What follows belongs to an exercise in optimizing a design on an open flow for a short achievable clock period and few clock cycles; a production flow would make more cautious choices. Function was not checked in any run shown here: the RTL went through the layout flow alone. Power figures rest on the tool's default switching activity, not on a simulated workload.

$ cat flow/run.sh
#!/bin/bash
# synth_recipe.tcl (not shown) runs the flow's synth.tcl, then flattens the netlist and writes it again
# the make line also repeats each setting of config.mk as NAME=value (left out here)
make -C /OpenROAD-flow-scripts/flow DESIGN_CONFIG=/design/flow/config.mk WORK_HOME=/design/flow/orfs CLKGATE_MAP_FILE= SYNTH_SCRIPT=/design/flow/synth_recipe.tcl finish
$ cat flow/config.mk
export PLATFORM = sky130hd
export DESIGN_NAME = calc_didactic
export DESIGN_NICKNAME = calc_didactic
export VERILOG_FILES = /design/flow/design.v
export SDC_FILE = /design/flow/constraint.sdc
export NUM_CORES = 4
export LEC_CHECK = 0
export ABC_CLOCK_PERIOD_IN_PS = 2000
export CAP_MARGIN = 20
export CORE_MARGIN = 2
export CORE_UTILIZATION = 40
export SETUP_SLACK_MARGIN = 5
export SLEW_MARGIN = 20
$ cat flow/constraint.sdc
create_clock -name core_clock -period 10.0 [get_ports {clk}]
set_input_delay 2.0000 -clock core_clock [delete_from_list [all_inputs] [get_ports {clk}]]
set_output_delay 2.0000 -clock core_clock [all_outputs]
set_load 0.01 [all_outputs]
$ cat flow/design.v
module alu(
    input      [15:0] in1,
    input      [15:0] in2,
    input             swp,
    input             inv,
    input             ci,
    input      [7:0]  fsel,      
    output     [15:0] out,
    output            c,
    output            o
);
wire [15:0] x = swp ? in2 : in1;
wire [15:0] y = (swp ? in1 : in2) ^ {16{inv}};
wire [16:0] sum = {1'b0, x} + {1'b0, y} + {16'b0, ci};
assign out = ({16{fsel[0]}} & sum[15:0]) |
             ({16{fsel[1]}} & (in1 & in2)) |
             ({16{fsel[2]}} & (in1 | in2)) |
             ({16{fsel[3]}} & (in1 ^ in2)) |
             ({16{fsel[4]}} & ~in1) |
             ({16{fsel[5]}} & {in1[14:0], 1'b0}) |
             ({16{fsel[6]}} & {1'b0, in1[15:1]}) |
             ({16{fsel[7]}} & {in1[15], in1[15:1]});
assign c = (fsel[0] & (sum[16] ^ inv)) |
           (fsel[5] & in1[15]) |
           ((fsel[6] | fsel[7]) & in1[0]);
assign o = (fsel[0] & (x[15] == y[15]) & (x[15] != sum[15])) |
           (fsel[5] & (in1[14] ^ in1[15])) |
           (fsel[6] & in1[15]);
endmodule
module calc_didactic(
        clk,
        rst,
        mem_addr,
        mem_we,
        mem_wdata,
        mem_rdata
    );
input           clk;
input           rst;
output [9:0]    mem_addr;
output          mem_we;
output [15:0]   mem_wdata;
input  [15:0]   mem_rdata;
reg  [9:0]  addr_r;
reg         we_r;
reg  [15:0] wdata_r;
reg         fop;         
reg         arr;         
assign mem_addr  = addr_r;
assign mem_we    = we_r;
assign mem_wdata = wdata_r;
localparam QD = 6;       
reg  [15:0] q [0:QD-1];
reg  [QD-1:0] qv;        
wire [15:0] q0 = q[0], q1 = q[1], q2 = q[2];
reg  [9:0]  hpc;         
reg  [9:0]  fa;          
reg  [15:0] R [0:7];     
reg         f_lazy;
reg  [15:0] f_raw;
reg  [15:0] f_res;
reg         f_c, f_o;
wire [15:0] F = f_lazy ? {11'b0, ~^f_res, f_res[15], f_res == 16'd0, f_o, f_c} : f_raw;
wire        cf = f_lazy ? f_c : f_raw[0];
localparam S_ID = 2'd0, S_W1 = 2'd1, S_W2 = 2'd2;
reg  [1:0]  st;
reg  [15:0] mdr;
reg         xv;          
reg         x_alu;       
reg         x_swp, x_inv;    
reg  [1:0]  x_cis;           
reg  [7:0]  x_fsel;          
reg  [15:0] x_a, x_b;
reg         x_ma;        
reg         x_mb;        
reg         x_rwe;       
reg  [2:0]  x_reg;
reg         x_fld;       
reg         x_mwe;       
reg  [9:0]  x_addr;
wire        c0 = q0[0], c1 = q0[1], c2 = q0[2], c3 = q0[3], c5 = q0[5], c6 = q0[6];
wire [2:0]  op3 = {q0[4], q0[5], q0[6]};
wire        d = q0[7];
wire        mod11 = q0[8] & q0[9];
wire        mod10 = q0[8] & ~q0[9];
wire [2:0]  rg = {q0[10], q0[11], q0[12]};
wire [2:0]  rm = {q0[13], q0[14], q0[15]};
wire [3:0]  cond = {q0[4], q0[5], q0[6], q0[7]};
wire [7:0]  off = {q0[8], q0[9], q0[10], q0[11], q0[12], q0[13], q0[14], q0[15]};
wire        is2   = c1;                          
wire        is1   = ~c1 & c3 & ~c0;              
wire        isj   = ~c1 & c3 & c0;               
wire        isf   = ~c1 & ~c3 & c0;              
wire        iss   = ~c1 & ~c3 & ~c0 & c5;        
wire        ismv  = ~c1 & ~c3 & ~c0 & ~c5;       
wire        isjmp = ismv & (op3 == 3'b101);
wire        hasdisp = mod10 & ~isj;
wire        hasimm  = c2 & (is2 | ismv);
wire        l1 = ~hasdisp & ~hasimm;
wire        l2 = hasdisp ^ hasimm;
wire        l3 = hasdisp & hasimm;
wire        avail = (st == S_ID) && ((l1 & qv[0]) | (l2 & qv[1]) | (l3 & qv[2]));
wire [15:0] imm = mod10 ? q2 : q1;
wire [2:0]  ia = is1 ? rm : (mod11 ? (d ? rg : rm) : rg);
wire [2:0]  ib = d ? rm : rg;
wire        x_exec = xv & (st == S_ID);
wire        x_wreg = x_exec & x_rwe;
wire [15:0] x_val;
wire [15:0] ra = (x_wreg && x_reg == ia) ? x_val : R[ia];
wire [15:0] rb = (x_wreg && x_reg == ib) ? x_val : R[ib];
wire [15:0] is_val = R[3];
wire [15:0] is_dec = is_val - 16'd1;
wire [15:0] is_inc = is_val + 16'd1;
wire [2:0]  eb = {2'b11, rm[1]};
wire [2:0]  ex = {2'b10, rm[0]};
wire [9:0]  ea_base = rm[2] ? R[rm][9:0] : R[eb][9:0] + R[ex][9:0];
wire [9:0]  ea = ea_base + (mod10 ? q1[9:0] : 10'd0);
reg         cbase;
always @(*) begin
    case (cond[2:0])
        3'd0: cbase = F[4] | F[2];
        3'd1: cbase = cond[3] ? F[0] : F[3];      
        3'd2: cbase = (F[1] ^ F[3]) | F[2];
        3'd3: cbase = F[1] ^ F[3];
        3'd4: cbase = F[2];
        3'd5: cbase = F[1];
        3'd6: cbase = F[3];
        default: cbase = F[4];
    endcase
end
wire        jtaken = cbase ^ cond[3];
wire [9:0]  jtarget = hpc + {{2{off[7]}}, off};
reg         d_swp, d_inv;
reg  [1:0]  d_cis;
reg  [7:0]  d_fsel;
always @(*) begin
    d_swp = 1'b0;
    d_inv = 1'b0;
    d_cis = 2'd0;
    d_fsel = 8'b0000_0001;
    if (is1) begin
        case (op3)
            3'd0: d_cis = 2'd1;                                  
            3'd1: d_inv = 1'b1;                                  
            3'd2: begin d_swp = 1'b1; d_inv = 1'b1; d_cis = 2'd1; end    
            3'd3: d_fsel = 8'b0001_0000;                         
            3'd4: d_fsel = 8'b0010_0000;                         
            3'd5: d_fsel = 8'b0100_0000;                         
            3'd6: d_fsel = 8'b1000_0000;                         
            default: ;                                           
        endcase
    end else begin
        case (op3)
            3'd1: d_cis = 2'd2;                                  
            3'd2: begin d_inv = 1'b1; d_cis = 2'd1; end          
            3'd3: begin d_inv = 1'b1; d_cis = 2'd3; end          
            3'd4: d_fsel = 8'b0000_0010;                         
            3'd5: d_fsel = 8'b0000_0100;                         
            3'd6: d_fsel = 8'b0000_1000;                         
            default: ;                                           
        endcase
    end
end
wire [15:0] alu_in1 = x_ma ? mdr : x_a;
wire [15:0] alu_in2 = x_mb ? mdr : x_b;
wire [15:0] alu_res;
wire        alu_c, alu_o;
wire        alu_ci = x_cis[1] ? (cf ^ x_cis[0]) : x_cis[0];
alu alu(.in1(alu_in1), .in2(alu_in2), .swp(x_swp), .inv(x_inv), .ci(alu_ci),
        .fsel(x_fsel), .out(alu_res), .c(alu_c), .o(alu_o));
assign x_val = x_alu ? alu_res : alu_in2;
wire        x_fwe = x_exec & (x_alu | x_fld);        
wire        x_port = x_exec & x_mwe;                 
wire        id_mem = ~mod11 & ((is2 | is1) | (ismv & ~isjmp) | (iss & ~d));
wire        id_port = isf | (iss & (c6 | ~(mod11 | d) | ~c6)) | (ismv & ~isjmp & ~mod11) | ((is2 | is1) & ~mod11);
wire        use_ea = id_mem;
wire        use_is = isf | iss;
wire        hz_reg = x_wreg & ((use_ea & (rm[2] ? (x_reg == rm) : (x_reg == eb || x_reg == ex))) |
                               (use_is & (x_reg == 3'd3)) |
                               (isjmp & (x_reg == ia)));
wire        hz_flag = x_fwe & (isj | (isf & ~c6));
wire        hz_port = x_port & id_port;
wire        go = avail & ~hz_reg & ~hz_flag & ~hz_port;
reg  [1:0]  st_n;
reg         xv_n, x_alu_n, x_ma_n, x_mb_n, x_rwe_n, x_fld_n, x_mwe_n;
reg  [2:0]  x_reg_n;
reg  [15:0] x_a_n, x_b_n;
reg  [9:0]  x_addr_n;
reg         e_req, e_we;
reg  [9:0]  e_addr;
reg  [15:0] e_wdata;
reg         is_we;
reg  [15:0] is_nv;
reg         flush;
reg  [9:0]  target;
always @(*) begin
    st_n = st;
    xv_n = 1'b0;
    x_alu_n = 1'b0;
    x_ma_n = 1'b0;
    x_mb_n = 1'b0;
    x_rwe_n = 1'b0;
    x_fld_n = 1'b0;
    x_mwe_n = 1'b0;
    x_reg_n = ia;
    x_a_n = ra;
    x_b_n = is1 ? 16'd0 : (hasimm ? imm : rb);
    x_addr_n = ea;
    e_req = 1'b0;
    e_we = 1'b0;
    e_addr = ea;
    e_wdata = ra;
    is_we = 1'b0;
    is_nv = is_inc;
    flush = 1'b0;
    target = jtarget;
    case (st)
        S_ID: begin
            if (x_port) begin
                e_req = 1'b1; e_we = 1'b1; e_addr = x_addr; e_wdata = x_val;
            end
            if (go) begin
                if (isj) begin
                    flush = jtaken;
                end else if (isjmp) begin
                    flush = 1'b1;
                    target = R[ia][9:0];
                end else if (isf) begin
                    if (c6) begin                                
                        is_we = 1'b1; is_nv = is_inc;
                        e_req = 1'b1; e_addr = is_val[9:0];
                        st_n = S_W1;
                        xv_n = 1'b1; x_fld_n = 1'b1;
                    end else begin                               
                        is_we = 1'b1; is_nv = is_dec;
                        e_req = 1'b1; e_we = 1'b1; e_addr = is_dec[9:0]; e_wdata = F;
                    end
                end else if (iss) begin
                    if (c6) begin                                
                        is_we = 1'b1; is_nv = is_inc;
                        e_req = 1'b1; e_addr = is_val[9:0];
                        st_n = S_W1;
                        xv_n = 1'b1; x_mb_n = 1'b1;
                        if (mod11 | d) x_rwe_n = 1'b1;           
                        else           x_mwe_n = 1'b1;           
                    end else begin                               
                        is_we = 1'b1; is_nv = is_dec;
                        if (mod11 | d) begin
                            e_req = 1'b1; e_we = 1'b1; e_addr = is_dec[9:0]; e_wdata = ra;
                        end else begin
                            e_req = 1'b1;
                            st_n = S_W1;
                            xv_n = 1'b1; x_mb_n = 1'b1; x_mwe_n = 1'b1; x_addr_n = is_dec[9:0];
                        end
                    end
                end else if (ismv) begin
                    if (mod11) begin
                        xv_n = 1'b1; x_rwe_n = 1'b1;             
                    end else if (hasimm) begin
                        e_req = 1'b1; e_we = 1'b1; e_wdata = imm;
                    end else if (d) begin
                        e_req = 1'b1;
                        st_n = S_W1;
                        xv_n = 1'b1; x_mb_n = 1'b1; x_rwe_n = 1'b1;
                    end else begin
                        e_req = 1'b1; e_we = 1'b1; e_wdata = ra;
                    end
                end else if (is2 | is1) begin
                    xv_n = 1'b1; x_alu_n = 1'b1;
                    if (mod11) begin
                        x_rwe_n = is1 | c3;
                    end else begin
                        e_req = 1'b1;
                        st_n = S_W1;
                        if (is1 | ~d | hasimm) begin             
                            x_ma_n = 1'b1;
                            x_b_n = is1 ? 16'd0 : (hasimm ? imm : ra);
                            x_mwe_n = is1 | c3;
                        end else begin                           
                            x_mb_n = 1'b1;
                            x_rwe_n = c3;
                        end
                    end
                end
            end
        end
        S_W1: begin
            st_n = S_W2;
            xv_n = xv;
        end
        default: begin                                           
            st_n = S_ID;
            xv_n = xv;
        end
    endcase
end
reg  [15:0] ic_data [0:63];
reg  [3:0]  ic_tag  [0:63];
reg  [63:0] ic_v;
reg         fetched;     
reg  [9:0]  fetch_a;
wire [5:0]  fidx = fa[5:0];
wire        ic_hit = ic_v[fidx] && (ic_tag[fidx] == fa[9:6]);
wire [15:0] ic_word = ic_data[fidx];
wire        k1 = go & l1, k2 = go & l2, k3 = go & l3, k0 = ~go;
wire        arr_n = fop & ~flush;
wire        hit_ins = ic_hit & ~fop & ~arr & ~qv[QD-1];
wire        space = arr ? (fop ? ~qv[QD-3] : ~qv[QD-2]) : (fop ? ~qv[QD-2] : ~qv[QD-1]);
wire        ins = arr | hit_ins;
wire [15:0] ins_word = arr ? mem_rdata : ic_word;
reg  [15:0] nq [0:QD-1];
reg  [QD-1:0] sv, nqv;
integer     qi;
always @(*) begin
    for (qi = 0; qi < QD; qi = qi + 1) begin
        sv[qi] = (k0 & qv[qi]) | (k1 & (qi + 1 < QD ? qv[qi + 1] : 1'b0)) |
                 (k2 & (qi + 2 < QD ? qv[qi + 2] : 1'b0)) | (k3 & (qi + 3 < QD ? qv[qi + 3] : 1'b0));
        nq[qi] = ({16{k0}} & q[qi]) | ({16{k1}} & q[qi + 1 < QD ? qi + 1 : QD - 1]) |
                 ({16{k2}} & q[qi + 2 < QD ? qi + 2 : QD - 1]) | ({16{k3}} & q[qi + 3 < QD ? qi + 3 : QD - 1]);
    end
    for (qi = 0; qi < QD; qi = qi + 1) begin
        nqv[qi] = sv[qi];
        if (ins && !sv[qi] && (qi == 0 || sv[qi == 0 ? 0 : qi - 1])) begin
            nq[qi] = ins_word;
            nqv[qi] = 1'b1;
        end
    end
    if (flush)
        nqv = {QD{1'b0}};
end
wire [5:0]  widx = addr_r[5:0];
wire        fill = fetched;
wire [5:0]  fl_idx = fetch_a[5:0];
wire        w_kill = we_r && ((fill && fl_idx == widx) ? (fetch_a[9:6] == addr_r[9:6])
                                                       : (ic_tag[widx] == addr_r[9:6]));
always @(posedge clk) begin
    if (fill) begin
        ic_data[fl_idx] <= mem_rdata;
        ic_tag[fl_idx] <= fetch_a[9:6];
    end
    fetch_a <= addr_r;
    if (rst) begin
        ic_v <= 64'd0;
        fetched <= 1'b0;
    end else begin
        fetched <= fop;
        if (fill)
            ic_v[fl_idx] <= 1'b1;
        if (w_kill)
            ic_v[widx] <= 1'b0;
    end
end
always @(posedge clk) begin
    for (qi = 0; qi < QD; qi = qi + 1)
        q[qi] <= nq[qi];
    if (x_wreg && !(is_we && x_reg == 3'd3))
        R[x_reg] <= x_val;
    if (is_we)
        R[3] <= is_nv;
    if (st == S_W2)
        mdr <= mem_rdata;
    if (st == S_ID) begin
        x_alu <= x_alu_n;
        x_swp <= d_swp;
        x_inv <= d_inv;
        x_cis <= d_cis;
        x_fsel <= d_fsel;
        x_a <= x_a_n;
        x_b <= x_b_n;
        x_ma <= x_ma_n;
        x_mb <= x_mb_n;
        x_rwe <= x_rwe_n;
        x_reg <= x_reg_n;
        x_fld <= x_fld_n;
        x_mwe <= x_mwe_n;
        x_addr <= x_addr_n;
    end
    if (rst) begin
        qv <= {QD{1'b0}};
        hpc <= 10'd0;
        fa <= 10'd1;
        addr_r <= 10'd0;
        we_r <= 1'b0;
        fop <= 1'b1;
        arr <= 1'b0;
        st <= S_ID;
        xv <= 1'b0;
        f_lazy <= 1'b0;
        f_raw <= 16'd0;
    end else begin
        qv <= nqv;
        hpc <= flush ? target : k1 ? hpc + 10'd1 : k2 ? hpc + 10'd2 : k3 ? hpc + 10'd3 : hpc;
        arr <= arr_n;
        st <= st_n;
        xv <= xv_n;
        if (x_exec && x_fld)
        begin
            f_lazy <= 1'b0;
            f_raw <= mdr;
        end else if (x_exec && x_alu) begin
            f_lazy <= 1'b1;
            f_res <= alu_res;
            f_c <= alu_c;
            f_o <= alu_o;
        end
        if (e_req) begin
            addr_r <= e_addr;
            we_r <= e_we;
            wdata_r <= e_wdata;
            fop <= 1'b0;
        end else if (!flush && !ic_hit && space) begin
            addr_r <= fa;
            we_r <= 1'b0;
            fop <= 1'b1;
        end else begin
            we_r <= 1'b0;
            fop <= 1'b0;
        end
        if (flush)
            fa <= target;
        else if (hit_ins || (!e_req && !ic_hit && space))
            fa <= fa + 10'd1;
    end
end
endmodule
==> results of run 1 <==
[final cells by class]
class / instances / area, um2
flip-flops and latches: 1763 / 50600
clock buffers: 232 / 4830
inverters: 144 / 546
fillers: 17500 / 111000
well taps: 2672 / 3340
repair buffers: 221 / 1850
multi-input cells: 3022 / 29000
diodes: 1 / 2.50
clock inverters: 102 / 1130
[metrics by stage]
step           setup slack (ps)  cells  power, mW  hold WS, ps
3_3_place_gp               3850   7814       22.3          449
4_1_cts                    4970   8153       29.3          457
5_1_grt                    4960   8156       30.8          488
2_1_floorplan              5150   5294       18.2          392
3_5_place_dp               3980   7814       22.4          449
6_report                   5110   8157       29.5          454
[worst min-delay path, delay by kind of cell, from the launching register on]
| family | cells | cell delay (ps) |
|---|---|---|
| simple gates | 1 | 50 |
| compound gates | 1 | 50 |
| flops | 1 | 310 |
[layer usage]
metal / part of all wire / vias up / track usage
met3: 0.076 / 443 / 0.0328
met2: 0.48 / 2364 / 0.363
li1: - / 21200 / -
met5: 0.000098 / - / 0
met4: 0.037 / 4 / 0.0790
met1: 0.41 / 25700 / 0.313
[cell families (layout without fill, tap and decap cells)]
family | after synthesis | after routing | synth area share
flops | 1763 | 1763 | 0.623
simple gates | 1078 | 1078 | 0.0616
compound gates | 883 | 883 | 0.0727
mux | 841 | 841 | 0.187
buf+inv | 509 | 699 | 0.0264
xor+xnor | 114 | 114 | 0.0123
fa+ha+maj | 106 | 106 | 0.0168
other cells | 0 | 1 | 0
[power by group through the flow]
stage,combinational (mW),clock [mW],sequential [mW]
2_1_floorplan,8.64,0,9.59
3_3_place_gp,12.2,0,10.1
3_5_place_dp,12.3,0,10.1
4_1_cts,12.5,6.88,9.89
5_1_grt,13.6,7.18,9.97
6_report,12.8,6.79,9.91
[worst max path at each step]
stage | endpoint | startpoint
3_5_place_dp | q[5][9]$_DFF_P_ | register
2_1_floorplan | wdata_r[14]$_DFFE_PP_ | x_ma$_SDFFCE_PP0P_
3_3_place_gp | ex$_DFF_P_ | register
5_1_grt | wdata_r[15]$_DFFE_PP_ | x_mb$_SDFFCE_PP0P_
6_report | wdata_r[4]$_DFFE_PP_ | q[0][1]$_DFF_P_
4_1_cts | wdata_r[6]$_DFFE_PP_ | x_mb$_SDFFCE_PP0P_
[Yosys cell counts, types with 10 or more instances]
cell type and number:
a211oi_1 65, o22ai_1 18, nor4_1 23, nand2_1 350, ha_1 101, mux2i_1 270
o21a_1 20, buf_1 55, o221ai_1 10, a221oi_1 14, nor3b_1 15, mux2_2 37
a311oi_1 21, clkbuf_1 258, nor2b_1 24, o211ai_1 29, a22oi_1 32, a221o_1 25
a31o_2 13, inv_1 141, nand3_1 84, a222oi_1 55, nand4_1 16, nor2_1 315
or3_1 14, dfxtp_1 242, mux4_1 13, buf_2 24, and3_1 45, mux4_2 521
o31ai_1 10, nor3_1 76, or4_1 11, a21o_1 20, o21ai_0 159, buf_4 11
xor2_1 41, a21oi_1 265, edfxtp_1 1521, xnor2_1 73, and2_1 29, a31oi_1 43
nand2b_1 30, nand3b_1 12
[timing repair]
item                                    4_1_cts  5_1_grt
resized for setup                            31       52
buffers inserted                              5        2
pin swaps                                     2        2
endpoints found under the setup margin      217      210
gates cloned                                  0        1
==> out/qor.json, run 1 <==
{
  "run_status": {
    "run_status": "complete, no violations"
  },
  "power_and_ir_drop": {
    "p_int_mw": 17.9,
    "share_clk_of_total_power": 0.230,
    "combinationalPowerShare": 0.433,
    "switching_share_of_total_power": 0.393,
    "static-leakage-power_nw": 30.0,
    "power.density_cell_area_mw_per_mm2": 323,
    "seq_power_share": 0.336,
    "irDropWorstVdd_uv": 261,
    "switching_power_mw": 11.6
  },
  "critical_path": {
    "critical_path_depth": 12,
    "r2r.worst_path.cells": 12,
    "rr_endpoint": "wdata_r[4]$_DFFE_PP_",
    "crit_path_cell_trace": "or3b_2 -> nand3_1 -> buf_4 -> and2_1 -> inv_2 -> buf_4 -> mux4_2 -> mux2i_1 -> a21oi_1 -> a21oi_1 -> o32ai_1 -> a221o_1",
    "critical_path.top_delay_family": "multiplexers",
    "critPathRequiredTime_ps": 10510,
    "timing.critical_path.buf_inv": 3,
    "category_of_the_worst_setup_path_launch_point": "register",
    "critical_path.max_fanout": 56,
    "cp_slowest_cell": "mux2i_1",
    "worst_path_largest_cell_delay_ps": 600,
    "regToRegSetupSlack_ps": 5110,
    "worstSetupPathType": "register to register",
    "critical_path.endpoint_type": "register",
    "worst_ep_arrival_time_ps": 5400,
    "source_of_the_worst_register_to_register_timing_path": "q[0][1]$_DFF_P_"
  },
  "final_layout": {
    "layout-drive-gt1-share": 0.216,
    "largest_reg_by_ff_count": "ic_data",
    "flip_flop_count_of_the_largest_register_all_copies_and_words_added": 1024,
    "reg.largest.list": "ic_data (1024), ic_tag (256), R (128)",
    "fin_area_mm2": 0.0912,
    "area_growth_syn_to_layout_pct": 12.5,
    "finalNetCount": 5458,
    "layout_common_cells": "edfxtp_1, mux4_2, nand2_1",
    "final_common_cell": "edfxtp_1",
    "finish.utilization": 0.452
  },
  "die": {
    "ioPinCount": 45,
    "dieHeight_um": 454,
    "die_area_mm2": 0.206,
    "fp.dieW_um": 454,
    "initial_utilization": 0.402,
    "row_count": 165,
    "fp.coreArea_mm2": 0.202
  },
  "synth": {
    "synth.net_count": 5418,
    "post_synth_main_area_contributors": "edfxtp_1, mux4_2, dfxtp_1",
    "ys_seq_elements": 1763,
    "synth_cell_type_count": 98,
    "synth_area_per_cell_um2": 15.3,
    "synth-main-ff-cell": "edfxtp_1",
    "synth_top_cell_by_area": "edfxtp_1",
    "post-synth-top-area-fraction": 0.563,
    "yosysSeqAreaShare": 0.623,
    "yosysWarningCount": 3,
    "netlist_area_mm2": 0.0811,
    "postSynthCellCount": 5294,
    "synth_async_reset_ratio": 0,
    "synth_edf_count": 1521
  },
  "grt": {
    "grt_pass1_vias": 48600,
    "number_of_antenna_violations_at_the_first_check_in_global_routing": 6,
    "grt_remaining_overflow": 0,
    "grt_max_degree": 124,
    "groute.usage.overall": 0.226,
    "grt_first_pass_wirelength_um": 342000
  },
  "clock_network": {
    "h-tree-depth": 4,
    "cts_hold_buffers": 0,
    "clock_tree.root_cell": "clkbuf_16",
    "cts-root-to-sink-buffers": 3,
    "cts_made_buffers": 182,
    "clock_latency_ps": 860,
    "numClockSinks": 1763,
    "clkTransAtPathRegs_ps": 60,
    "cts_tree": "yes"
  },
  "placed_design": {
    "numPortBuffers": 44,
    "place.gp.congestion": 0.905,
    "hpwl_um": 147000,
    "placedInstanceArea_mm2": 0.0848
  },
  "route": {
    "route.vias.total": 49700,
    "route.detailed.vias_per_inst": 6.09,
    "first_iteration_detailed_routing_drc_count": 6380,
    "routed_wl_um": 236000,
    "detail-route-antenna-nets": 0,
    "routed_wire_length_per_instance_um": 28.9,
    "detail_route.first_pass.iterations": 10,
    "drc": 0
  },
  "sta": {
    "grt_setup_unrepaired": "true",
    "setup_viol": 0,
    "timing.max_slew.rel_slack": 0.214,
    "totalNegativeSetupSlack_ps": 0,
    "fin_skew_ps": 68.8,
    "achievable-frequency_mhz": 205,
    "timing_hold_violations_final": 0,
    "fin_crit_sh": 0.489,
    "timing_worst_slew_pin_value_ps": 1180,
    "finalCriticalPeriod_ps": 4890,
    "finalMaxSlewViolations": 0
  },
  "worst_hold_path": {
    "holdCritPathClass": "register to register",
    "min-delay-start": "f_raw[2]$_SDFFE_PP0P_",
    "hold-path-endpoint": "f_raw[2]$_SDFFE_PP0P_",
    "worstHoldPathCells": 2
  },
  "flow_run": {
    "maxCapViolCount": 0
  }
}
==> run 2: changes to the inputs <==
==> flow/flow/run.sh (new file) <==
#!/bin/bash
set -euo pipefail
MARGIN=${MARGIN:-7}
sed -E "s/SETUP_SLACK_MARGIN=[-0-9.]+/SETUP_SLACK_MARGIN=${MARGIN}/" standard.sh > standard_margin.sh
grep -c "SETUP_SLACK_MARGIN=${MARGIN}" standard_margin.sh > margin.txt
bash standard_margin.sh > standard.log 2>&1
==> flow/standard.sh (new file) <==
#!/bin/bash
# synth_recipe.tcl (not shown) runs the flow's synth.tcl, then flattens the netlist and writes it again
# the make line also repeats each setting of config.mk as NAME=value (left out here)
make -C /OpenROAD-flow-scripts/flow DESIGN_CONFIG=/design/flow/config.mk WORK_HOME=/design/flow/orfs CLKGATE_MAP_FILE= SYNTH_SCRIPT=/design/flow/synth_recipe.tcl "${@:-finish}"
removed: flow/run.sh
==> run 2 against run 1 <==
Worst setup slack better by 500 ps. Critical path depth grew 6. Fmax up 11%. Via count is 5.7% higher. Sequential power barely moved. Clock skew increased by 13 ps. Global-route usage up 1.5 points. Sequential share of layout area decreased by 4.4 points. First-iteration DRC count rose by 6.0%. Area after synthesis unchanged. Combinational power rose by 41%. Highest routed layer unchanged. Cell count up 5.0%.
==> out/qor.json, run 2 <==
{
  "die": {
    "initial_utilization": {"value": 0.402, "change": "unchanged"},
    "ioPinCount": {"value": 45, "change": "unchanged"},
    "row_count": {"value": 165, "change": "unchanged"},
    "die_area": {"value": 0.206, "unit": "mm2", "change": "unchanged"},
    "dieHeight": {"value": 454, "unit": "um", "change": "unchanged"},
    "fp.dieW": {"value": 454, "unit": "um", "change": "unchanged"},
    "fp.coreArea": {"value": 0.202, "unit": "mm2", "change": "unchanged"}
  },
  "final_layout": {
    "layout.filler_cells": {"value": 16700, "change": "was 17500"},
    "final-instance-count-excl-fill": {"value": 8563, "change": "was 8157"},
    "layout-drive-gt1-share": {"value": 0.345, "change": "was 0.216"},
    "reg.largest.list": {"value": "ic_data (1024), ic_tag (256), R (128)", "change": "unchanged"},
    "flip_flop_count_of_the_largest_register_all_copies_and_words_added": {"value": 1024, "change": "unchanged"},
    "finalNetCount": {"value": 5859, "change": "was 5458"},
    "area_growth_syn_to_layout": {"value": 22.4, "unit": "%", "change": "was 12.5%"},
    "layout_common_cells": {"value": "edfxtp_1, mux4_2, buf_4", "change": "was edfxtp_1, mux4_2, nand2_1"},
    "final_common_cell": {"value": "edfxtp_1", "change": "unchanged"},
    "largest_reg_by_ff_count": {"value": "ic_data", "change": "unchanged"},
    "fin_area": {"value": 0.0992, "unit": "mm2", "change": "was 0.0912 mm2"}
  },
  "critical_path": {
    "worstSetupPathType": {"value": "register to register", "change": "unchanged"},
    "worst_setup_path_startpoint": {"value": "x_mb$_SDFFCE_PP0P_", "change": "was q[0][1]$_DFF_P_"},
    "cp_slowest_cell": {"value": "a2111o_1", "change": "was mux2i_1"},
    "r2r.worst_path.cells": {"value": 18, "change": "was 12"},
    "category_of_the_worst_setup_path_launch_point": {"value": "register", "change": "unchanged"},
    "worst_ep_arrival_time": {"value": 5060, "unit": "ps", "change": "was 5400 ps"},
    "most_frequent_cell_on_critical_path": "buf_6",
    "source_of_the_worst_register_to_register_timing_path": {"value": "x_mb$_SDFFCE_PP0P_", "change": "was q[0][1]$_DFF_P_"},
    "crit_path_cell_trace": {"value": "buf_12 -> buf_6 -> buf_6 -> mux2i_4 -> mux2i_1 -> xor2_1 -> ha_2 -> nand2_4 -> nor4_4 -> o21a_1 -> o31a_1 -> o221ai_4 -> a2111o_1 -> a31oi_4 -> buf_6 -> o221a_4 -> o31a_1 -> a2bb2oi_4", "change": "was or3b_2 -> nand3_1 -> buf_4 -> and2_1 -> inv_2 -> buf_4 -> mux4_2 -> mux2i_1 -> a21oi_1 -> a21oi_1 -> o32ai_1 -> a221o_1"},
    "critical_path.max_fanout": {"value": 6, "change": "was 56"},
    "critical_path.endpoint_type": {"value": "register", "change": "unchanged"},
    "critPathRequiredTime": {"value": 10660, "unit": "ps", "change": "was 10510 ps"},
    "worst_path_largest_cell_delay": {"value": 450, "unit": "ps", "change": "was 600 ps"}
  },
  "power_and_ir_drop": {
    "switching_power": {"value": 13.7, "unit": "mW", "change": "was 11.6 mW"},
    "irDropWorstVdd": {"value": 255, "unit": "uV", "change": "was 261 uV"},
    "seq_power_share": {"value": 0.287, "change": "was 0.336"},
    "switching_share_of_total_power": {"value": 0.397, "change": "was 0.393"},
    "combinationalPowerShare": {"value": 0.521, "change": "was 0.433"},
    "share_clk_of_total_power": {"value": 0.193, "change": "was 0.230"},
    "p_int": {"value": 20.8, "unit": "mW", "change": "was 17.9 mW"},
    "power.density_cell_area": {"value": 348, "unit": "mW/mm2", "change": "was 323 mW/mm2"},
    "static-leakage-power": {"value": 33.1, "unit": "nW", "change": "was 30.0 nW"}
  },
  "clock_network": {
    "clock_latency": {"value": 850, "unit": "ps", "change": "was 860 ps"},
    "cts_tree": {"value": "yes", "change": "unchanged"},
    "clkTransAtPathRegs": {"value": 60, "unit": "ps", "change": "about the same"},
    "numClockSinks": {"value": 1763, "change": "unchanged"},
    "clock_tree.root_cell": {"value": "clkbuf_16", "change": "unchanged"},
    "cts-root-to-sink-buffers": {"value": 3, "change": "unchanged"},
    "cts_made_buffers": {"value": 182, "change": "unchanged"},
    "h-tree-depth": {"value": 4, "change": "unchanged"}
  },
  "route": {
    "detail-route-antenna-nets": {"value": 0, "change": "unchanged"},
    "route.vias.total": {"value": 52500, "change": "was 49700"},
    "drc": {"value": 0, "change": "unchanged"},
    "route.detailed.vias_per_inst": {"value": 6.13, "change": "was 6.09"},
    "first_iteration_detailed_routing_drc_count": {"value": 6764, "change": "was 6380"},
    "detail_route.first_pass.iterations": {"value": 8, "change": "was 10"},
    "routed_wire_length_per_instance": {"value": 29.8, "unit": "um", "change": "was 28.9 um"},
    "routed_wl": {"value": 255000, "unit": "um", "change": "was 236000 um"}
  },
  "synth": {
    "synth.most_common_cell": {"value": "edfxtp_1", "change": "unchanged"},
    "netlist_area": {"value": 0.0811, "unit": "mm2", "change": "unchanged"},
    "yosysSeqAreaShare": {"value": 0.623, "change": "unchanged"},
    "postSynthCellCount": {"value": 5294, "change": "unchanged"},
    "synth_area_per_cell": {"value": 15.3, "unit": "um2", "change": "unchanged"},
    "synth.net_count": {"value": 5418, "change": "unchanged"},
    "synth_edf_count": {"value": 1521, "change": "unchanged"},
    "synth_async_reset_ratio": {"value": 0, "change": "unchanged"},
    "yosysWarningCount": {"value": 3, "change": "unchanged"},
    "synth_top_cell_by_area": {"value": "edfxtp_1", "change": "unchanged"},
    "ys_seq_elements": {"value": 1763, "change": "unchanged"},
    "synthTopCellsByCount": {"value": "edfxtp_1, mux4_2, nand2_1", "change": "unchanged"},
    "post-synth-top-area-fraction": {"value": 0.563, "change": "unchanged"},
    "post_synth_main_area_contributors": {"value": "edfxtp_1, mux4_2, dfxtp_1", "change": "unchanged"},
    "synth-main-ff-cell": {"value": "edfxtp_1", "change": "unchanged"},
    "synth_cell_type_count": {"value": 98, "change": "unchanged"}
  },
  "placed_design": {
    "place.gp.congestion": {"value": 0.900, "change": "was 0.905"},
    "placedInstanceArea": {"value": 0.0856, "unit": "mm2", "change": "was 0.0848 mm2"},
    "hpwl": {"value": 148000, "unit": "um", "change": "was 147000 um"},
    "place.detailed.instances": {"value": 7804, "change": "was 7814"},
    "preCtsSetupSlack": {"value": 4100, "unit": "ps", "change": "was 3980 ps"},
    "numPortBuffers": {"value": 44, "change": "unchanged"}
  },
  "grt": {
    "grt_first_pass_wirelength": {"value": 363000, "unit": "um", "change": "was 342000 um"},
    "grt_max_degree": {"value": 70, "change": "was 124"},
    "number_of_antenna_violations_at_the_first_check_in_global_routing": {"value": 11, "change": "was 6"},
    "grt_remaining_overflow": {"value": 0, "change": "unchanged"},
    "grt_pass1_vias": {"value": 51300, "change": "was 48600"},
    "groute.usage.overall": {"value": 0.241, "change": "was 0.226"}
  },
  "sta": {
    "finalMaxSlewViolations": {"value": 0, "change": "unchanged"},
    "timing_hold_violations_final": {"value": 0, "change": "unchanged"},
    "finalCriticalPeriod": {"value": 4390, "unit": "ps", "change": "was 4890 ps"},
    "achievable-frequency": {"value": 228, "unit": "MHz", "change": "was 205 MHz"},
    "fin_crit_sh": {"value": 0.439, "change": "was 0.489"},
    "totalNegativeSetupSlack": {"value": 0, "unit": "ps", "change": "unchanged"},
    "setup_viol": {"value": 0, "change": "unchanged"},
    "post-route-worst-setup-slack": {"value": 5610, "unit": "ps", "change": "was 5110 ps"},
    "timing.max_slew.rel_slack": {"value": 0.231, "change": "was 0.214"},
    "timing_worst_slew_pin_value": {"value": 1150, "unit": "ps", "change": "was 1180 ps"},
    "fin_skew": {"value": 82.2, "unit": "ps", "change": "was 68.8 ps"},
    "grt_setup_unrepaired": {"value": "true", "change": "unchanged"}
  },
  "flow_run": {
    "maxCapViolCount": {"value": 0, "change": "unchanged"}
  },
  "worst_hold_path": {
    "holdCritPathClass": {"value": "register to register", "change": "unchanged"},
    "worstHoldPathCells": {"value": 2, "change": "unchanged"},
    "min-delay-start": {"value": "f_raw[10]$_SDFFE_PP0P_", "change": "was f_raw[2]$_SDFFE_PP0P_"}
  },
  "run_status": {
    "run_status": {"value": "complete, no violations", "change": "unchanged"}
  }
}
[run 2: cell counts after synthesis]
No cell type changed its count.
[run 2: power by group through the flow]
stage	registers, mW	logic [mW]	clock network [mW]
floorplan	9.59	9.52	0
global placement	10.1	12.8	0
detailed placement	10.1	12.9	0
CTS	9.85	16.0	6.75
global route	9.93	18.8	7.04
finish	9.89	18.0	6.65
[run 2: what timing repair did]
item	4_1_cts	5_1_grt
setup endpoints to repair	517	477
gates resized for setup	656	271
gates cloned	36	12
pin swaps	114	147
hold buffers	0	0
buffers inserted	255	116
[run 2: cell families (layout without fill, tap and decap cells)]
family	count (synthesis)	after routing	share of synthesized area
other cells	0	2	0
buf+inv	509	1094	0.0264
fa+ha+maj	106	106	0.0168
simple gates	1078	1087	0.0616
compound gates	883	884	0.0727
mux	841	841	0.187
xor+xnor	114	114	0.0123
flops	1763	1763	0.623
[run 2: metrics by stage]
| stage | hold WS (ps) | power (mW) | utilization |
|---|---|---|---|
| after floorplan | 392 | 19.1 | - |
| after global placement | 439 | 22.8 | 0.424 |
| after global routing | 488 | 35.8 | 0.492 |
| after CTS | 469 | 32.6 | 0.480 |
| after detailed placement | 458 | 23.0 | 0.424 |
| final | 472 | 34.5 | 0.492 |
[run 2: per-layer routing]
| layer | wire length, um | GRT usage | part of all wire | vias up |
|---|---|---|---|---|
| met5 | 65 | 0 | 0.00026 | - |
| met2 | 121000 | 0.388 | 0.48 | 2616 |
| met3 | 21100 | 0.0392 | 0.083 | 513 |
| li1 | - | - | - | 22000 |
| met4 | 11200 | 0.0942 | 0.044 | 12 |
| met1 | 101000 | 0.328 | 0.40 | 27300 |
[run 2: final timing paths]
path	slack [ps]	end
worst max-delay path	5610	wdata_r[14]$_DFFE_PP_
worst max register to register	5610	wdata_r[14]$_DFFE_PP_
worst min-delay path	470	f_raw[10]$_SDFFE_PP0P_
worst min register to register	470	f_raw[10]$_SDFFE_PP0P_
[run 2: cell type report]
class | count | area [um2] | share of cell area
antenna | 2 | 5.00 | 0.0000504
clock buffer | 230 | 4800 | 0.0483
clock inverter | 108 | 1040 | 0.0105
inverter | 144 | 584 | 0.00589
multi-input combinational | 3032 | 32000 | 0.323
sequential | 1763 | 50600 | 0.510
tap | 2672 | 3340 | 0.0337
timing repair buffer | 611 | 6830 | 0.0688
timing repair inverter | 1 | 8.76 | 0.0000882
[run 2: critical path: cells and delay by family, from the launching register on]
family	cells	cell delay (ps)
AO/OA/AOI/OAI	8	1890
buffers and inverters	4	550
flip-flops	1	440
adder cells (fa/ha/maj)	1	400
multiplexers	2	380
AND/OR/NAND/NOR	2	370
XOR/XNOR	1	170
==> run 3: changes to the inputs <==
--- a/flow/design.v
+++ b/flow/design.v
@@ -73,6 +73,8 @@
 reg  [15:0] x_a, x_b;
 reg         x_ma;        
 reg         x_mb;        
+reg         x_fa, x_fb;  
+reg  [15:0] lres;        
 reg         x_rwe;       
 reg  [2:0]  x_reg;
 reg         x_fld;       
@@ -106,8 +108,10 @@
 wire        x_exec = xv & (st == S_ID);
 wire        x_wreg = x_exec & x_rwe;
 wire [15:0] x_val;
-wire [15:0] ra = (x_wreg && x_reg == ia) ? x_val : R[ia];
-wire [15:0] rb = (x_wreg && x_reg == ib) ? x_val : R[ib];
+wire        fwd_a = x_wreg && x_reg == ia;
+wire        fwd_b = x_wreg && x_reg == ib;
+wire [15:0] ra = R[ia];
+wire [15:0] rb = R[ib];
 wire [15:0] is_val = R[3];
 wire [15:0] is_dec = is_val - 16'd1;
 wire [15:0] is_inc = is_val + 16'd1;
@@ -115,21 +119,31 @@
 wire [2:0]  ex = {2'b10, rm[0]};
 wire [9:0]  ea_base = rm[2] ? R[rm][9:0] : R[eb][9:0] + R[ex][9:0];
 wire [9:0]  ea = ea_base + (mod10 ? q1[9:0] : 10'd0);
-reg         cbase;
-always @(*) begin
-    case (cond[2:0])
-        3'd0: cbase = F[4] | F[2];
-        3'd1: cbase = cond[3] ? F[0] : F[3];      
-        3'd2: cbase = (F[1] ^ F[3]) | F[2];
-        3'd3: cbase = F[1] ^ F[3];
-        3'd4: cbase = F[2];
-        3'd5: cbase = F[1];
-        3'd6: cbase = F[3];
-        default: cbase = F[4];
-    endcase
-end
-wire        jtaken = cbase ^ cond[3];
+function jcond;
+    input [3:0] cc;
+    input [4:0] f;       
+    reg         b;
+    begin
+        case (cc[2:0])
+            3'd0: b = f[4] | f[2];
+            3'd1: b = cc[3] ? f[0] : f[3];       
+            3'd2: b = (f[1] ^ f[3]) | f[2];
+            3'd3: b = f[1] ^ f[3];
+            3'd4: b = f[2];
+            3'd5: b = f[1];
+            3'd6: b = f[3];
+            default: b = f[4];
+        endcase
+        jcond = b ^ cc[3];
+    end
+endfunction
+wire        jtaken = jcond(cond, F[4:0]);
 wire [9:0]  jtarget = hpc + {{2{off[7]}}, off};
+reg         jv;
+reg         j_pred;
+reg  [3:0]  j_cond;
+reg  [9:0]  j_alt;       
+wire        j_miss = jv & (jcond(j_cond, F[4:0]) ^ j_pred);
 reg         d_swp, d_inv;
 reg  [1:0]  d_cis;
 reg  [7:0]  d_fsel;
@@ -161,8 +175,8 @@
         endcase
     end
 end
-wire [15:0] alu_in1 = x_ma ? mdr : x_a;
-wire [15:0] alu_in2 = x_mb ? mdr : x_b;
+wire [15:0] alu_in1 = x_ma ? mdr : x_fa ? lres : x_a;
+wire [15:0] alu_in2 = x_mb ? mdr : x_fb ? lres : x_b;
 wire [15:0] alu_res;
 wire        alu_c, alu_o;
 wire        alu_ci = x_cis[1] ? (cf ^ x_cis[0]) : x_cis[0];
@@ -177,10 +191,12 @@
 wire        use_is = isf | iss;
 wire        hz_reg = x_wreg & ((use_ea & (rm[2] ? (x_reg == rm) : (x_reg == eb || x_reg == ex))) |
                                (use_is & (x_reg == 3'd3)) |
-                               (isjmp & (x_reg == ia)));
-wire        hz_flag = x_fwe & (isj | (isf & ~c6));
+                               (isjmp & (x_reg == ia))) |
+                    (fwd_a & ((iss & ~c6 & (mod11 | d)) | (ismv & ~mod11 & ~hasimm & ~d)));
+wire        hz_flag = x_fwe & isf & ~c6;
 wire        hz_port = x_port & id_port;
-wire        go = avail & ~hz_reg & ~hz_flag & ~hz_port;
+wire        go = avail & ~hz_reg & ~hz_flag & ~hz_port & ~j_miss;
+wire        j_defer = go & isj & x_fwe;
 reg  [1:0]  st_n;
 reg         xv_n, x_alu_n, x_ma_n, x_mb_n, x_rwe_n, x_fld_n, x_mwe_n;
 reg  [2:0]  x_reg_n;
@@ -221,7 +237,7 @@
             end
             if (go) begin
                 if (isj) begin
-                    flush = jtaken;
+                    flush = ~x_fwe & jtaken;
                 end else if (isjmp) begin
                     flush = 1'b1;
                     target = R[ia][9:0];
@@ -293,14 +309,20 @@
             xv_n = xv;
         end
     endcase
+    if (j_miss) begin
+        flush = 1'b1;
+        target = j_alt;
+    end
 end
-reg  [15:0] ic_data [0:63];
-reg  [3:0]  ic_tag  [0:63];
-reg  [63:0] ic_v;
+localparam ICB = 5;      
+localparam ICN = 1 << ICB;
+reg  [15:0] ic_data [0:ICN-1];
+reg  [9-ICB:0] ic_tag [0:ICN-1];
+reg  [ICN-1:0] ic_v;
 reg         fetched;     
 reg  [9:0]  fetch_a;
-wire [5:0]  fidx = fa[5:0];
-wire        ic_hit = ic_v[fidx] && (ic_tag[fidx] == fa[9:6]);
+wire [ICB-1:0] fidx = fa[ICB-1:0];
+wire        ic_hit = ic_v[fidx] && (ic_tag[fidx] == fa[9:ICB]);
 wire [15:0] ic_word = ic_data[fidx];
 wire        k1 = go & l1, k2 = go & l2, k3 = go & l3, k0 = ~go;
 wire        arr_n = fop & ~flush;
@@ -328,19 +350,19 @@
     if (flush)
         nqv = {QD{1'b0}};
 end
-wire [5:0]  widx = addr_r[5:0];
+wire [ICB-1:0] widx = addr_r[ICB-1:0];
 wire        fill = fetched;
-wire [5:0]  fl_idx = fetch_a[5:0];
-wire        w_kill = we_r && ((fill && fl_idx == widx) ? (fetch_a[9:6] == addr_r[9:6])
-                                                       : (ic_tag[widx] == addr_r[9:6]));
+wire [ICB-1:0] fl_idx = fetch_a[ICB-1:0];
+wire        w_kill = we_r && ((fill && fl_idx == widx) ? (fetch_a[9:ICB] == addr_r[9:ICB])
+                                                       : (ic_tag[widx] == addr_r[9:ICB]));
 always @(posedge clk) begin
     if (fill) begin
         ic_data[fl_idx] <= mem_rdata;
-        ic_tag[fl_idx] <= fetch_a[9:6];
+        ic_tag[fl_idx] <= fetch_a[9:ICB];
     end
     fetch_a <= addr_r;
     if (rst) begin
-        ic_v <= 64'd0;
+        ic_v <= {ICN{1'b0}};
         fetched <= 1'b0;
     end else begin
         fetched <= fop;
@@ -355,6 +377,8 @@
         q[qi] <= nq[qi];
     if (x_wreg && !(is_we && x_reg == 3'd3))
         R[x_reg] <= x_val;
+    if (x_wreg)
+        lres <= x_val;
     if (is_we)
         R[3] <= is_nv;
     if (st == S_W2)
@@ -367,6 +391,9 @@
         x_fsel <= d_fsel;
         x_a <= x_a_n;
         x_b <= x_b_n;
+        x_fa <= fwd_a;
+        x_fb <= (is2 & ~mod11 & ~hasimm & ~d) ? fwd_a :
+                (((is2 | ismv) & mod11 & ~hasimm) ? fwd_b : 1'b0);
         x_ma <= x_ma_n;
         x_mb <= x_mb_n;
         x_rwe <= x_rwe_n;
@@ -385,6 +412,7 @@
         arr <= 1'b0;
         st <= S_ID;
         xv <= 1'b0;
+        jv <= 1'b0;
         f_lazy <= 1'b0;
         f_raw <= 16'd0;
     end else begin
@@ -393,6 +421,12 @@
         arr <= arr_n;
         st <= st_n;
         xv <= xv_n;
+        jv <= j_defer;
+        if (j_defer) begin
+            j_pred <= 1'b0;
+            j_cond <= cond;
+            j_alt <= jtarget;
+        end
         if (x_exec && x_fld)
         begin
             f_lazy <= 1'b0;
==> run 3 against run 2 <==
Via count shrank 20%. Worst setup slack improved by 170 ps. Die area down 29%. Critical path depth is 1 higher. Wire length decreased by 24%. Utilization grew 2.7 points. Worst hold slack lost 53 ps. Critical path type unchanged. Largest cell class unchanged. Largest power group unchanged.
==> out/qor.json, run 3 <==
{
  "die": {
    "initial_utilization": {"value": 0.404, "change": "was 0.402"},
    "die_area": {"value": 0.146, "unit": "mm2", "change": "was 0.206 mm2"},
    "dieHeight": {"value": 383, "unit": "um", "change": "was 454 um"},
    "row_count": {"value": 138, "change": "was 165"},
    "ioPinCount": {"value": 45, "change": "unchanged"},
    "fp.dieW": {"value": 383, "unit": "um", "change": "was 454 um"},
    "fp.coreArea": {"value": 0.142, "unit": "mm2", "change": "was 0.202 mm2"}
  },
  "sta": {
    "worst_hold_slack": {"value": 419, "unit": "ps", "change": "was 472 ps"},
    "finalMaxSlewViolations": {"value": 0, "change": "unchanged"},
    "totalNegativeSetupSlack": {"value": 0, "unit": "ps", "change": "unchanged"},
    "timing.max_slew.rel_slack": {"value": 0.0918, "change": "was 0.231"},
    "timing_worst_slew_pin_value": {"value": 1350, "unit": "ps", "change": "was 1150 ps"},
    "achievable-frequency": {"value": 237, "unit": "MHz", "change": "was 228 MHz"},
    "grt_setup_unrepaired": {"value": "true", "change": "unchanged"},
    "finalCriticalPeriod": {"value": 4230, "unit": "ps", "change": "was 4390 ps"},
    "timing_hold_violations_final": {"value": 0, "change": "unchanged"},
    "post-route-worst-setup-slack": {"value": 5770, "unit": "ps", "change": "was 5610 ps"},
    "fin_crit_sh": {"value": 0.423, "change": "was 0.439"},
    "fin_skew": {"value": 46.1, "unit": "ps", "change": "was 82.2 ps"},
    "setup_viol": {"value": 0, "change": "unchanged"}
  },
  "final_layout": {
    "area_growth_syn_to_layout": {"value": 28.5, "unit": "%", "change": "was 22.4%"},
    "reg.largest.list": {"value": "ic_data (512), ic_tag (160), R (128)", "change": "was ic_data (1024), ic_tag (256), R (128)"},
    "layout-drive-gt1-share": {"value": 0.346, "change": "was 0.345"},
    "finalNetCount": {"value": 4978, "change": "was 5859"},
    "final-instance-count-excl-fill": {"value": 6850, "change": "was 8563"},
    "layout.filler_cells": {"value": 11700, "change": "was 16700"},
    "fin_area": {"value": 0.0736, "unit": "mm2", "change": "was 0.0992 mm2"},
    "largest_reg_by_ff_count": {"value": "ic_data", "change": "unchanged"},
    "finish.utilization": {"value": 0.519, "change": "was 0.492"},
    "layout_common_cells": {"value": "edfxtp_1, nand2_1, buf_4", "change": "was edfxtp_1, mux4_2, buf_4"},
    "final_common_cell": {"value": "edfxtp_1", "change": "unchanged"},
    "flip_flop_count_of_the_largest_register_all_copies_and_words_added": {"value": 512, "change": "was 1024"}
  },
  "synth": {
    "yosysSeqAreaShare": {"value": 0.568, "change": "was 0.623"},
    "synth_area_per_cell": {"value": 13.0, "unit": "um2", "change": "was 15.3 um2"},
    "synth-main-ff-cell": {"value": "edfxtp_1", "change": "unchanged"},
    "synthTopCellsByCount": {"value": "edfxtp_1, nand2_1, mux4_2", "change": "was edfxtp_1, mux4_2, nand2_1"},
    "synth_top_cell_by_area": {"value": "edfxtp_1", "change": "unchanged"},
    "netlist_area": {"value": 0.0573, "unit": "mm2", "change": "was 0.0811 mm2"},
    "ys_seq_elements": {"value": 1154, "change": "was 1763"},
    "synth_cell_type_count": {"value": 102, "change": "was 98"},
    "synth_async_reset_ratio": {"value": 0, "change": "unchanged"},
    "synth.most_common_cell": {"value": "edfxtp_1", "change": "unchanged"},
    "synth_edf_count": {"value": 945, "change": "was 1521"},
    "yosysWarningCount": {"value": 3, "change": "unchanged"},
    "postSynthCellCount": {"value": 4409, "change": "was 5294"},
    "synth.net_count": {"value": 4534, "change": "was 5418"},
    "post-synth-top-area-fraction": {"value": 0.495, "change": "was 0.563"},
    "post_synth_main_area_contributors": {"value": "edfxtp_1, mux4_2, dfxtp_1", "change": "unchanged"}
  },
  "flow_run": {
    "maxCapViolCount": {"value": 0, "change": "unchanged"}
  },
  "placed_design": {
    "numPortBuffers": {"value": 44, "change": "unchanged"},
    "place.gp.congestion": {"value": 0.957, "change": "was 0.900"},
    "preCtsSetupSlack": {"value": 4060, "unit": "ps", "change": "was 4100 ps"},
    "placedInstanceArea": {"value": 0.0605, "unit": "mm2", "change": "was 0.0856 mm2"},
    "hpwl": {"value": 110000, "unit": "um", "change": "was 148000 um"},
    "place.detailed.instances": {"value": 6146, "change": "was 7804"}
  },
  "clock_network": {
    "clkTransAtPathRegs": {"value": 60, "unit": "ps", "change": "about the same"},
    "h-tree-depth": {"value": 3, "change": "was 4"},
    "cts-root-to-sink-buffers": {"value": 3, "change": "unchanged"},
    "cts_tree": {"value": "yes", "change": "unchanged"},
    "clock_latency": {"value": 770, "unit": "ps", "change": "was 850 ps"},
    "numClockSinks": {"value": 1154, "change": "was 1763"},
    "cts_hold_buffers": {"value": 0, "change": "unchanged"},
    "cts_made_buffers": {"value": 117, "change": "was 182"},
    "clock_tree.root_cell": {"value": "clkbuf_16", "change": "unchanged"}
  },
  "grt": {
    "grt_max_degree": {"value": 62, "change": "was 70"},
    "grt_first_pass_wirelength": {"value": 276000, "unit": "um", "change": "was 363000 um"},
    "grt_remaining_overflow": {"value": 0, "change": "unchanged"},
    "groute.usage.overall": {"value": 0.254, "change": "was 0.241"},
    "number_of_antenna_violations_at_the_first_check_in_global_routing": {"value": 4, "change": "was 11"},
    "grt_pass1_vias": {"value": 40000, "change": "was 51300"}
  },
  "route": {
    "drc": {"value": 0, "change": "unchanged"},
    "routed_wire_length_per_instance": {"value": 28.2, "unit": "um", "change": "was 29.8 um"},
    "route.vias.total": {"value": 42100, "change": "was 52500"},
    "detail_route.first_pass.iterations": {"value": 10, "change": "was 8"},
    "detail-route-antenna-nets": {"value": 0, "change": "unchanged"},
    "route.detailed.vias_per_inst": {"value": 6.15, "change": "was 6.13"},
    "routed_wl": {"value": 193000, "unit": "um", "change": "was 255000 um"},
    "first_iteration_detailed_routing_drc_count": {"value": 5500, "change": "was 6764"}
  },
  "power_and_ir_drop": {
    "power.density_cell_area": {"value": 385, "unit": "mW/mm2", "change": "was 348 mW/mm2"},
    "switching_power": {"value": 11.8, "unit": "mW", "change": "was 13.7 mW"},
    "share_clk_of_total_power": {"value": 0.161, "change": "was 0.193"},
    "irDropWorstVdd": {"value": 308, "unit": "uV", "change": "was 255 uV"},
    "p_total": {"value": 28.4, "unit": "mW", "change": "was 34.5 mW"},
    "p_int": {"value": 16.6, "unit": "mW", "change": "was 20.8 mW"},
    "switching_share_of_total_power": {"value": 0.416, "change": "was 0.397"},
    "static-leakage-power": {"value": 25.8, "unit": "nW", "change": "was 33.1 nW"},
    "seq_power_share": {"value": 0.252, "change": "was 0.287"},
    "combinationalPowerShare": {"value": 0.588, "change": "was 0.521"}
  },
  "run_status": {
    "run_status": {"value": "complete, no violations", "change": "unchanged"}
  },
  "critical_path": {
    "critPathRequiredTime": {"value": 10630, "unit": "ps", "change": "was 10660 ps"},
    "critical_path.endpoint_type": {"value": "register", "change": "unchanged"},
    "category_of_the_worst_setup_path_launch_point": {"value": "register", "change": "unchanged"},
    "critical_path.max_fanout": {"value": 5, "change": "was 6"},
    "r2r.worst_path.cells": {"value": 19, "change": "was 18"},
    "worstSetupPathType": {"value": "register to register", "change": "unchanged"},
    "worst_ep_arrival_time": {"value": 4860, "unit": "ps", "change": "was 5060 ps"}
  },
  "worst_hold_path": {
    "holdCritPathClass": {"value": "register to register", "change": "unchanged"},
    "worstHoldPathCells": {"value": 0, "change": "was 2"}
  }
}
==> run 3: power by group through the flow <==
stage | Combinational (mW) | Clock (mW) | Sequential, mW
global route | 17.4 | 4.79 | 7.18
detailed placement | 10.5 | 0 | 7.21
finish | 16.7 | 4.56 | 7.13
global placement | 10.4 | 0 | 7.19
CTS | 14.8 | 4.61 | 7.08
floorplan | 7.91 | 0 | 6.73
==> run 3: final timing paths <==
check | from | to | slack [ps]
min reg2reg | addr_r[5]$_SDFFE_PP0N_ | fetch_a[5]$_DFF_P_ | 420
min | addr_r[5]$_SDFFE_PP0N_ | fetch_a[5]$_DFF_P_ | 420
max reg2reg | q[0][14]$_DFF_P_ | addr_r[9]$_SDFFE_PP0N_ | 5770
max | q[0][14]$_DFF_P_ | addr_r[9]$_SDFFE_PP0N_ | 5770
==> run 3: final cells by class <==
| class | instances | area, um2 | share of cell area |
|---|---|---|---|
| antenna | 3 | 7.51 | 0.000102 |
| clock buffer | 170 | 3330 | 0.0452 |
| clock inverter | 53 | 662 | 0.00899 |
| inverter | 130 | 558 | 0.00758 |
| multi-input combinational | 2841 | 26900 | 0.365 |
| sequential | 1154 | 32700 | 0.444 |
| tap | 1890 | 2360 | 0.0321 |
| timing repair buffer | 608 | 7120 | 0.0967 |
| timing repair inverter | 1 | 16.3 | 0.000221 |
==> run 3: timing repair <==
item | in CTS | in global routing
cloned | 57 | 12
pin swaps | 201 | 159
setup endpoints to repair | 616 | 478
buffers inserted | 306 | 102
gates resized for setup | 729 | 296
==> run 3: logic make-up after synthesis <==
kind of cell / synth area share
compound gates: 0.0996
xor+xnor: 0.0171
fa+ha+maj: 0.0240
buf+inv: 0.0308
flops: 0.568
mux: 0.167
simple gates: 0.0937
==> run 3: worst max-delay path, stage by stage (launching register included) <==
cell and delay (ps):
dfxtp_4 360, buf_12 120, buf_4 110, mux2_2 350, ha_4 300, o21a_4 160, and2_1 250, o21a_1 140
nor3_1 60, o31ai_4 380, ha_4 290, nor3_4 190, nor2_2 80, a31o_4 220, a21oi_2 140, xnor2_1 140
xnor2_1 180, o21ai_2 110, a221oi_4 470, a211oi_2 60
==> run 3: routing by layer <==
metal  global-route usage  vias to the layer above  wire length [um]
met3               0.0464                      511             16700
met4                0.109                        2             10100
met2                0.409                     2132             91500
met5                    0                        -                12
met1                0.337                    21400             75000
li1                     -                    18100                 -

==> static timing again, ports no longer ideal <==
How much do the figures lean on ideal ports? The routed layouts below were timed once more, with nothing changed but the port constraints.
Step 1 sets driving cells, clkbuf_16 on the clock port and buf_2 on the other inputs (assumed; they add their load-dependent delay and slew).
Step 2, shift: input delay + t, output delay - t, t = (earliest + latest rising clock arrival at the registers) / 2. This alone moves slack from input paths to output paths.
Three values: ideal ports, drivers, drivers and shift; two values: the first two.
| run | t (ns) | setup slack, ns | clock arrival spread, ns | pins driven straight from the clock port |
|---|---|---|---|---|
| run 1 | 0.908 | 5.110 / 5.110 / 5.110 | 0.074 / 0.074 | 1 |
| run 2 | 0.898 | 5.606 / 5.606 / 5.606 | 0.082 / 0.082 | 1 |
| run 3 | 0.830 | 5.774 / 5.774 / 5.774 | 0.046 / 0.047 | 1 |
After both steps every run listed still meets setup and hold.
